Source: an optimization exercise on an open RTL-to-GDS flow (aim: small area, a short achievable clock period and few clock cycles). Production flows keep margins and buffers that such runs may drop.
RTL that was checked went through simulation tests only; none was proved equivalent to the original.

==> v13 <==
## cpu_system
module cpu_system(
    input          clk,
    input          reset,
    output         imem_read,
    output [5:0]   imem_addr,
    input  [127:0] imem_rdata,
    input          imem_busywait,
    output         dmem_read,
    output         dmem_write,
    output [5:0]   dmem_addr,
    output [31:0]  dmem_wdata,
    input  [31:0]  dmem_rdata,
    input          dmem_busywait,
    output         ret_valid,
    output [31:0]  ret_pc,
    output         ret_rf_we,
    output [2:0]   ret_rf_waddr,
    output [7:0]   ret_rf_wdata
);
clock: 10.0 ns
lec_check: 0
cap_margin: 20
core_margin: 2
core_utilization: 70
cts_buf_list: sky130_fd_sc_hd__clkbuf_8
cts_cluster_diameter: 45
cts_cluster_size: 14
slew_margin: 20
standard.sh (not shown) runs the stock make flow with config.mk's settings and CLKGATE_MAP_FILE= SYNTH_SCRIPT=/design/flow/synth_recipe.tcl, a recipe that flattens the netlist after the stock synthesis.
==> flow/flow/run.sh <==
#!/bin/bash
# The standard layout (the standard.sh), with timing repair aiming below
# the clock period, and plain buffers on the ports. The whole make output goes
# to standard_flow.log here; each tool's own log is under orfs/logs/.
set -euo pipefail
bash standard.sh SETUP_SLACK_MARGIN=9 TNS_END_PERCENT=0 "BUFFER_PORTS_ARGS=-buffer_cell sky130_fd_sc_hd__buf_2" finish > standard_flow.log 2>&1
==> inputs of v4, as changes to v13 <==
==> flow/design.v (replaced) <==
`timescale 1ns/100ps
module cpu_system(
    input          clk,
    input          reset,
    output         imem_read,
    output [5:0]   imem_addr,
    input  [127:0] imem_rdata,
    input          imem_busywait,
    output         dmem_read,
    output         dmem_write,
    output [5:0]   dmem_addr,
    output [31:0]  dmem_wdata,
    input  [31:0]  dmem_rdata,
    input          dmem_busywait,
    output         ret_valid,
    output [31:0]  ret_pc,
    output         ret_rf_we,
    output [2:0]   ret_rf_waddr,
    output [7:0]   ret_rf_wdata
);
    localparam OP_LOADI = 4'd0,  OP_ADD = 4'd1,  OP_SUB = 4'd2,  OP_OR  = 4'd3,
               OP_AND   = 4'd4,  OP_NOP = 4'd5,  OP_BEQ = 4'd6,  OP_BNE = 4'd7,
               OP_LSL   = 4'd8,  OP_LSR = 4'd9,  OP_ASR = 4'd10, OP_ROR = 4'd11,
               OP_LWI   = 4'd12, OP_LWD = 4'd13, OP_SWI = 4'd14, OP_SWD = 4'd15;
    function [15:0] compress(input [31:0] ins, input [7:0] pclo);
        reg [4:0] op;
        reg [2:0] rd, rs, rt;
        reg [5:0] ab;
        reg [7:0] tgt;
        begin
            op  = ins[28:24];
            rd  = ins[18:16];
            rs  = ins[10:8];
            rt  = ins[2:0];
            tgt = pclo + 8'd1 + ins[23:16];
            if ((rs > rt) == ins[23]) ab = {rs, rt};
            else                      ab = {rt, rs};
            case (op)
                5'd0:  compress = {1'b0, OP_OR,  rd, 2'b00, rt, rt};
                5'd1:  compress = {1'b0, OP_LOADI, rd, ins[7:0]};
                5'd2:  compress = {1'b0, OP_ADD, rd, 2'b00, rs, rt};
                5'd3:  compress = {1'b0, OP_SUB, rd, 2'b00, rs, rt};
                5'd4:  compress = {1'b0, OP_OR,  rd, 2'b00, rs, rt};
                5'd5:  compress = {1'b0, OP_AND, rd, 2'b00, rs, rt};
                5'd6:  compress = {2'b10, tgt, 6'd0};
                5'd7:  compress = (rs == rt) ? {2'b10, tgt, 6'd0} : {2'b10, tgt, ab};
                5'd8:  compress = (rs == rt) ? {1'b0, OP_NOP, 11'd0} : {2'b11, tgt, ab};
                5'd9:  compress = {1'b0, OP_LSL, rd, 2'b00, rs, rt};
                5'd10: compress = {1'b0, OP_LSR, rd, 2'b00, rs, rt};
                5'd11: compress = {1'b0, OP_ASR, rd, 2'b00, rs, rt};
                5'd12: compress = {1'b0, OP_ROR, rd, 2'b00, rs, rt};
                5'd13: compress = {1'b0, OP_LWI, rd, ins[7:0]};
                5'd14: compress = {1'b0, OP_LWD, rd, 2'b00, rt, 3'd0};
                5'd15: compress = {1'b0, OP_SWI, ins[7:0], rs};
                5'd16: compress = {1'b0, OP_SWD, 5'd0, rt, rs};
                default: compress = {1'b0, OP_NOP, 11'd0};
            endcase
        end
    endfunction
    reg  [7:0]  pcf;                  
    reg  [63:0] ic_blk [0:7];
    reg  [2:0]  ic_tag [0:7];
    reg  [7:0]  ic_valid;
    reg  [31:0] bflip;                
    reg         ireq;
    reg  [5:0]  iaddr;
    reg         xv, xpt, xiaddr;
    reg  [3:0]  xop;
    reg  [2:0]  xwa, xsh;
    reg  [7:0]  ximm, xpc, xa, xb;
    reg  [7:0]  rf [0:7];
    reg         wv, wwe;
    reg  [2:0]  wwa;
    reg  [7:0]  wwd, wpc;
    reg  [21:0] whi;
    reg         wdinc, wddec;
    reg  [31:0] dd [0:7];
    reg  [5:0]  dt [0:7];
    reg  [7:0]  dv, ddirty;
    reg         drd, dwr;             
    reg  [5:0]  maddr, dma;           
    wire [2:0]  fidx = pcf[4:2];
    wire        fhit = ic_valid[fidx] && (ic_tag[fidx] == pcf[7:5]);
    wire [63:0] fblk = ic_blk[fidx];
    reg  [15:0] C;
    always @(*) begin
        case (pcf[1:0])
            2'd0: C = fblk[15:0];
            2'd1: C = fblk[31:16];
            2'd2: C = fblk[47:32];
            default: C = fblk[63:48];
        endcase
    end
    wire        c_br  = C[15];
    wire [3:0]  c_op  = c_br ? {3'b011, C[14]} : C[14:11];
    wire        c_pt  = c_br && ((C[5:3] >= C[2:0]) ^ bflip[pcf[4:0]]);
    wire [7:0]  c_imm = c_br ? C[13:6] : ((C[14:11] == OP_SWI) ? C[10:3] : C[7:0]);
    wire        c_iaddr = !c_br && (C[14:11] == OP_LWI || C[14:11] == OP_SWI);
    wire        x_mem   = (xop[3:2] == 2'b11);
    wire        x_store = (xop[3:1] == 3'b111);
    wire        x_we    = (xop <= OP_AND) || (xop[3] && !x_store);
    wire        x_sub   = (xop == OP_SUB);
    wire [7:0]  sum   = xa + (x_sub ? ~xb : xb) + {7'd0, x_sub};
    wire [7:0]  lsl   = xa << xsh;
    wire [7:0]  lsr   = xa >> xsh;
    wire [15:0] sx    = {{8{xa[7]}}, xa} >> xsh;
    wire [7:0]  asr   = sx[7:0];
    wire [15:0] rr    = {xa, xa} >> xsh;
    wire [7:0]  ror   = rr[7:0];
    wire [7:0]  daddr = xiaddr ? ximm : xa;
    wire [7:0]  hitv;
    genvar gi;
    generate for (gi = 0; gi < 8; gi = gi + 1) begin : g_hit
        assign hitv[gi] = dv[gi] && (dt[gi] == daddr[7:2]);
    end endgenerate
    wire        dhit = |hitv;
    reg  [31:0] hdata;
    integer k;
    always @(*) begin
        hdata = 32'd0;
        for (k = 0; k < 8; k = k + 1)
            hdata = hdata | (hitv[k] ? dd[k] : 32'd0);
    end
    wire        hdirty = |(hitv & ddirty);
    reg  [7:0]  ldb;
    reg  [31:0] merged;
    always @(*) begin
        case (daddr[1:0])
            2'd0: ldb = hdata[7:0];
            2'd1: ldb = hdata[15:8];
            2'd2: ldb = hdata[23:16];
            default: ldb = hdata[31:24];
        endcase
        merged = hdata;
        case (daddr[1:0])
            2'd0: merged[7:0]   = xb;
            2'd1: merged[15:8]  = xb;
            2'd2: merged[23:16] = xb;
            default: merged[31:24] = xb;
        endcase
    end
    wire        xhold     = xv && x_mem && !dhit;
    wire        xcomplete = xv && !(x_mem && !dhit);
    reg  [7:0]  result;
    always @(*) begin
        case (xop)
            OP_LOADI: result = ximm;
            OP_ADD, OP_SUB: result = sum;
            OP_OR:    result = xa | xb;
            OP_AND:   result = xa & xb;
            OP_LSL:   result = lsl;
            OP_LSR:   result = lsr;
            OP_ASR:   result = asr;
            OP_ROR:   result = ror;
            default:  result = ldb;
        endcase
    end
    wire        eq      = (xa == xb);
    wire        x_taken = (xop == OP_BEQ && eq) || (xop == OP_BNE && !eq);
    wire        mispred = xv && (x_taken != xpt);
    wire [7:0]  xpc1    = xpc + 8'd1;
    wire [7:0]  redir   = x_taken ? ximm : xpc1;
    wire [7:0]  off     = ximm - xpc1;
    wire        d_inc   = x_taken ? (!off[7] && (ximm <= xpc)) : (xpc == 8'hFF);
    wire        d_dec   = x_taken && off[7] && (ximm > xpc);
    wire [2:0]  c_a = C[5:3];
    wire [2:0]  c_b = C[2:0];
    wire        xfw = xv && x_we;
    wire [7:0]  fa  = (xfw && xwa == c_a) ? result : (wwe && wwa == c_a) ? wwd : rf[c_a];
    wire [7:0]  fb  = (xfw && xwa == c_b) ? result : (wwe && wwa == c_b) ? wwd : rf[c_b];
    always @(posedge clk) begin
        if (reset) begin
            xv  <= 1'b0;
            pcf <= 8'd0;
        end else if (mispred) begin
            xv  <= 1'b0;
            pcf <= redir;
        end else if (!xhold) begin
            xv <= fhit;
            if (fhit)
                pcf <= c_pt ? C[13:6] : pcf + 8'd1;
        end
    end
    always @(posedge clk) begin
        if (!xhold) begin
            xop    <= c_op;
            xpt    <= c_pt;
            xiaddr <= c_iaddr;
            xwa    <= C[10:8];
            xsh    <= C[2:0];
            ximm   <= c_imm;
            xpc    <= pcf;
            xa     <= fa;
            xb     <= fb;
        end
    end
    always @(posedge clk) begin
        if (reset) begin
            ireq     <= 1'b0;
            ic_valid <= 8'd0;
        end else if (ireq) begin
            if (!imem_busywait) begin
                ireq <= 1'b0;
                ic_valid[iaddr[2:0]] <= 1'b1;
            end
        end else if (!fhit && !mispred) begin
            ireq  <= 1'b1;
            iaddr <= pcf[7:2];
        end
    end
    always @(posedge clk) begin
        if (mispred)
            bflip[xpc[4:0]] <= !bflip[xpc[4:0]];
        if (ireq && !imem_busywait)
            bflip[{iaddr[2:0], 2'd0} +: 4] <= 4'd0;
    end
    always @(posedge clk) begin
        if (ireq && !imem_busywait) begin
            ic_tag[iaddr[2:0]] <= iaddr[5:3];
            ic_blk[iaddr[2:0]] <= {compress(imem_rdata[127:96], {iaddr, 2'd3}),
                                   compress(imem_rdata[95:64],  {iaddr, 2'd2}),
                                   compress(imem_rdata[63:32],  {iaddr, 2'd1}),
                                   compress(imem_rdata[31:0],   {iaddr, 2'd0})};
        end
    end
    wire        dupd  = xv && x_mem && dhit;
    wire        dfill = drd && !dmem_busywait;
    integer j;
    always @(posedge clk) begin
        if (reset) begin
            dv  <= 8'd0;
            drd <= 1'b0;
            dwr <= 1'b0;
        end else begin
            if (dupd) begin
                for (j = 1; j < 8; j = j + 1)
                    if (|(hitv >> j)) begin
                        dv[j]     <= dv[j-1];
                        ddirty[j] <= ddirty[j-1];
                    end
                dv[0]     <= 1'b1;
                ddirty[0] <= hdirty | x_store;
            end
            if (dfill) begin
                dv[7]     <= 1'b1;
                ddirty[7] <= 1'b0;
            end
            if (drd) begin
                if (!dmem_busywait) drd <= 1'b0;
            end else if (dwr) begin
                if (!dmem_busywait) begin
                    dwr <= 1'b0;
                    drd <= 1'b1;
                    dma <= maddr;
                end
            end else if (xhold) begin
                if (dv[7] && ddirty[7]) begin
                    dwr <= 1'b1;
                    dma <= dt[7];
                end else begin
                    drd <= 1'b1;
                    dma <= daddr[7:2];
                end
                maddr <= daddr[7:2];
            end
        end
    end
    always @(posedge clk) begin
        if (dupd) begin
            for (j = 1; j < 8; j = j + 1)
                if (|(hitv >> j)) begin
                    dd[j] <= dd[j-1];
                    dt[j] <= dt[j-1];
                end
            dd[0] <= x_store ? merged : hdata;
            dt[0] <= daddr[7:2];
        end
        if (dfill) begin
            dd[7] <= dmem_rdata;
            dt[7] <= maddr;
        end
    end
    assign dmem_read  = drd;
    assign dmem_write = dwr;
    assign dmem_addr  = dma;
    assign dmem_wdata = dd[7];
    assign imem_read  = ireq;
    assign imem_addr  = iaddr;
    always @(posedge clk) begin
        if (reset) begin
            wv    <= 1'b0;
            wwe   <= 1'b0;
            whi   <= 22'd0;
            wdinc <= 1'b0;
            wddec <= 1'b0;
        end else begin
            wv  <= xcomplete;
            wwe <= xcomplete && x_we;
            if (xcomplete) begin
                wwa   <= xwa;
                wwd   <= result;
                wpc   <= xpc;
                whi   <= whi + {{21{wddec}}, wdinc | wddec};
                wdinc <= d_inc;
                wddec <= d_dec;
            end
        end
    end
    integer r;
    always @(posedge clk) begin
        if (reset) begin
            for (r = 0; r < 8; r = r + 1) rf[r] <= 8'd0;
        end else if (wwe) begin
            rf[wwa] <= wwd;
        end
    end
    assign ret_valid    = wv;
    assign ret_pc       = {whi, wpc, 2'b00};
    assign ret_rf_we    = wwe;
    assign ret_rf_waddr = wwa;
    assign ret_rf_wdata = wwd;
endmodule
==> flow/flow/run.sh (replaced) <==
#!/bin/bash
# The standard layout (the standard.sh), with timing repair aiming below
# the clock period. The whole make output goes to standard_flow.log here; each
# tool's own log is under orfs/logs/.
set -euo pipefail
bash standard.sh SETUP_SLACK_MARGIN=6.5 TNS_END_PERCENT=0 finish > standard_flow.log 2>&1
Settings changed: CORE_UTILIZATION 70 to 40, CTS_BUF_LIST sky130_fd_sc_hd__clkbuf_8 to not set, CTS_CLUSTER_DIAMETER 45 to not set, CTS_CLUSTER_SIZE 14 to not set.
==> inputs of v38, as changes to v13 <==
--- a/flow/design.v
+++ b/flow/design.v
@@ -106,25 +106,20 @@
     wire [7:0]  c_imm = c_br ? C[13:6] : ((C[14:11] == OP_SWI) ? C[10:3] : C[7:0]);
     wire        c_iaddr = !c_br && (C[14:11] == OP_LWI || C[14:11] == OP_SWI);
     wire        x_mem   = (xop[3:2] == 2'b11);
     wire        x_store = (xop[3:1] == 3'b111);
     wire        x_we    = (xop <= OP_AND) || (xop[3] && !x_store);
     wire        x_sub   = (xop == OP_SUB);
     wire [7:0]  sum   = xa + (x_sub ? ~xb : xb) + {7'd0, x_sub};
+    wire [7:0]  lsl   = xa << xsh;
+    wire [7:0]  lsr   = xa >> xsh;
+    wire [15:0] sx    = {{8{xa[7]}}, xa} >> xsh;
+    wire [7:0]  asr   = sx[7:0];
     wire [15:0] rr    = {xa, xa} >> xsh;
-    wire [7:0]  rot   = rr[7:0];
-    reg  [7:0]  keep_r;               
-    integer m;
-    always @(*)
-        for (m = 0; m < 8; m = m + 1)
-            keep_r[m] = ({1'b0, xsh} <= 4'd7 - m);
-    wire [7:0]  keep  = (xop[1:0] == 2'b00) ? ((xsh == 3'd0) ? 8'hFF : ~keep_r) :
-                        (xop[1:0] == 2'b11) ? 8'hFF : keep_r;
-    wire        fill  = (xop[1:0] == 2'b10) && xa[7];
-    wire [7:0]  shres = (rot & keep) | ({8{fill}} & ~keep);
+    wire [7:0]  ror   = rr[7:0];
     wire [7:0]  daddr = xiaddr ? ximm : xa;
     wire [7:0]  hitv;
     genvar gi;
     generate for (gi = 0; gi < 8; gi = gi + 1) begin : g_hit
         assign hitv[gi] = dv[gi] && (dt[gi] == daddr[7:2]);
     end endgenerate
     wire        dhit = |hitv;
@@ -158,15 +153,18 @@
     reg  [7:0]  result;
     always @(*) begin
         case (xop)
             OP_LOADI: result = ximm;
             OP_ADD, OP_SUB: result = sum;
             OP_OR:    result = xa | xb;
             OP_AND:   result = xa & xb;
-            OP_LSL, OP_LSR, OP_ASR, OP_ROR: result = shres;
+            OP_LSL:   result = lsl;
+            OP_LSR:   result = lsr;
+            OP_ASR:   result = asr;
+            OP_ROR:   result = ror;
             default:  result = ldb;
         endcase
     end
     wire        eq      = (xa == xb);
     wire        x_taken = (xop == OP_BEQ && eq) || (xop == OP_BNE && !eq);
     wire        mispred = xv && (x_taken != xpt);
     wire [7:0]  xpc1    = xpc + 8'd1;
@@ -194,51 +192,38 @@
     end
     always @(posedge clk) begin
         if (!xhold) begin
             xop    <= c_op;
             xpt    <= c_pt;
             xiaddr <= c_iaddr;
             xwa    <= C[10:8];
-            xsh    <= (!c_br && C[14:11] == OP_LSL) ? 3'd0 - C[2:0] : C[2:0];
+            xsh    <= C[2:0];
             ximm   <= c_imm;
             xpc    <= pcf;
             xa     <= fa;
             xb     <= fb;
         end
     end
-    wire [5:0]  nblk      = pcf[7:2] + 6'd1;
-    wire        nhit      = ic_valid[nblk[2:0]] && (ic_tag[nblk[2:0]] == nblk[5:3]);
-    wire        fseq_miss = fhit && !c_pt && (pcf[1:0] == 2'd3) && !nhit && !xhold && !mispred;
     always @(posedge clk) begin
         if (reset) begin
             ireq     <= 1'b0;
             ic_valid <= 8'd0;
         end else if (ireq) begin
             if (!imem_busywait) begin
                 ireq <= 1'b0;
                 ic_valid[iaddr[2:0]] <= 1'b1;
             end
         end else if (!fhit && !mispred) begin
             ireq  <= 1'b1;
             iaddr <= pcf[7:2];
-        end else if (fseq_miss) begin
-            ireq  <= 1'b1;
-            iaddr <= nblk;
         end
     end
-    reg         pupd, ptaken;
-    reg  [4:0]  pidx;
-    always @(posedge clk) begin
-        pupd   <= mispred && !reset;
-        ptaken <= x_taken;
-        pidx   <= xpc[4:0];
-    end
     always @(posedge clk) begin
-        if (pupd)
-            pbit[pidx] <= ptaken;
+        if (mispred)
+            pbit[xpc[4:0]] <= x_taken;
         if (ireq && !imem_busywait)
             pbit[{iaddr[2:0], 2'd0} +: 4] <= {predict(imem_rdata[127:96]), predict(imem_rdata[95:64]),
                                               predict(imem_rdata[63:32]),  predict(imem_rdata[31:0])};
     end
     always @(posedge clk) begin
         if (ireq && !imem_busywait) begin
             ic_tag[iaddr[2:0]] <= iaddr[5:3];
@@ -317,25 +302,23 @@
             whi   <= 22'd0;
             wdinc <= 1'b0;
             wddec <= 1'b0;
         end else begin
             wv  <= xcomplete;
             wwe <= xcomplete && x_we;
             if (xcomplete) begin
+                wwa   <= xwa;
+                wwd   <= result;
+                wpc   <= xpc;
                 whi   <= whi + {{21{wddec}}, wdinc | wddec};
                 wdinc <= d_inc;
                 wddec <= d_dec;
             end
         end
     end
-    always @(posedge clk) begin
-        wwa <= xwa;
-        wwd <= result;
-        wpc <= xpc;
-    end
     integer r;
     always @(posedge clk) begin
         if (reset) begin
             for (r = 0; r < 8; r = r + 1) rf[r] <= 8'd0;
         end else if (wwe) begin
             rf[wwa] <= wwd;
         end
==> flow/flow/run.sh (replaced) <==
#!/bin/bash
# The standard layout (the standard.sh), with timing repair aiming below
# the clock period, and plain buffers on the ports. The whole make output goes
# to standard_flow.log here; each tool's own log is under orfs/logs/.
set -euo pipefail
bash standard.sh SETUP_SLACK_MARGIN=6.5 TNS_END_PERCENT=0 "BUFFER_PORTS_ARGS=-buffer_cell sky130_fd_sc_hd__buf_2" finish > standard_flow.log 2>&1
Settings changed: CORE_UTILIZATION 70 to 55, CTS_CLUSTER_DIAMETER 45 to not set, CTS_CLUSTER_SIZE 14 to not set.
==> metrics.cfg <==
[floorplan]
start_util_pct=55.6

[finish]
multi_input_area_um2=18000
multi_input_area_share_pct=31.3

[timing]
min_period_ns=3.77

[clocking]
htree_num_levels=4

[power]
p_leak_uw=0.0205

[worst_setup_path]
critPathMaxStageDelay_ns=0.46

[logic_synthesis]
synth_top_cell_area_share_pct=59.1
muxShareOfSynthArea_pct=11.5
synth_seq_cells=1076

[outcome]
outcome=complete, no violations

-- figures above: v38

==> metrics.cfg <==
[global_routing]
gr-total-overflow=0

[logic_synthesis]
synth-adder-area-share_pct=2.56
synth_top_cell_area_share_pct=57.5
synth_seq_cells=1078
yosysSeqAreaShare_pct=61.9

[power]
fin_total_pwr_uw=8670
p_leak_uw=0.0202

[floorplan]
start_util_pct=70.7

[finish]
dominant_cells=flip-flops and latches
multi_input_area_um2=18600
multi_input_area_share_pct=32.7
inv_count=114

[timing]
min_period_ns=3.58
worstMarginPinSlew_ns=0.994

[clocking]
htree_num_levels=3

[worst_setup_path]
path_depth=14

[flow_run]
cap_violations=0

[outcome]
outcome=complete, no violations

-- figures above: v13

==> metrics.cfg <==
[timing]
min_period_ns=4.08

[logic_synthesis]
synth_top_cell_area_share_pct=58.7
synth_seq_cells=1082
muxShareOfSynthArea_pct=11.3

[outcome]
outcome=complete, no violations

[route]
wl_met2_mm=65.8

[power]
p_leak_uw=0.0206
fin_total_pwr_uw=9850

[min_path]
hold_class=reg2reg

[floorplan]
start_util_pct=40.4

[finish]
multi_input_area_share_pct=30.3
multi_input_area_um2=18200

[worst_setup_path]
critPathMaxStageDelay_ns=0.86

[global_routing]
grt_busiest_layer=met2
grt_pass1_wl_mm=209

[clocking]
htree_num_levels=3

-- figures above: v4

Testbench counts of v38, summed over its fixed seeds: cycles 133,427.
The RTL of v13 and v4 was laid out without a check of its function.

-- static timing again, ports no longer ideal --
In the flow no input, the clock included, has a driving cell. The finished layouts below were timed again as built, in two steps.
Step 1 sets driving cells, clkbuf_16 on the clock port and buf_2 on the other inputs (assumed; they add their load-dependent delay and slew).
Step 2 moves the port delays by t, midway between the first and last clock arrival at a register: inputs arrive t later, outputs are due t later. That takes back most of the time a late clock gives input paths.
a / b / c = ideal ports / drivers / drivers and shift; a / b = the first two.
| run | shift t [ns] | setup WS [ns] | worst setup path at the end | worst register clock-pin slew, ns |
|---|---|---|---|---|
| v13 | 0.817 | 6.422 / 6.422 / 5.659 | input to register | 0.09 / 0.09 |
| v4 | 0.818 | 5.919 / 5.919 / 5.197 | input to register | 0.07 / 0.07 |
| v38 | 0.903 | 6.234 / 6.234 / 5.404 | input to register | 0.07 / 0.07 |
After both steps every run listed still meets setup and hold. For v38, which loses most, drivers alone change the setup slack by 0.000 ns; drivers and shift together by -0.830 ns.
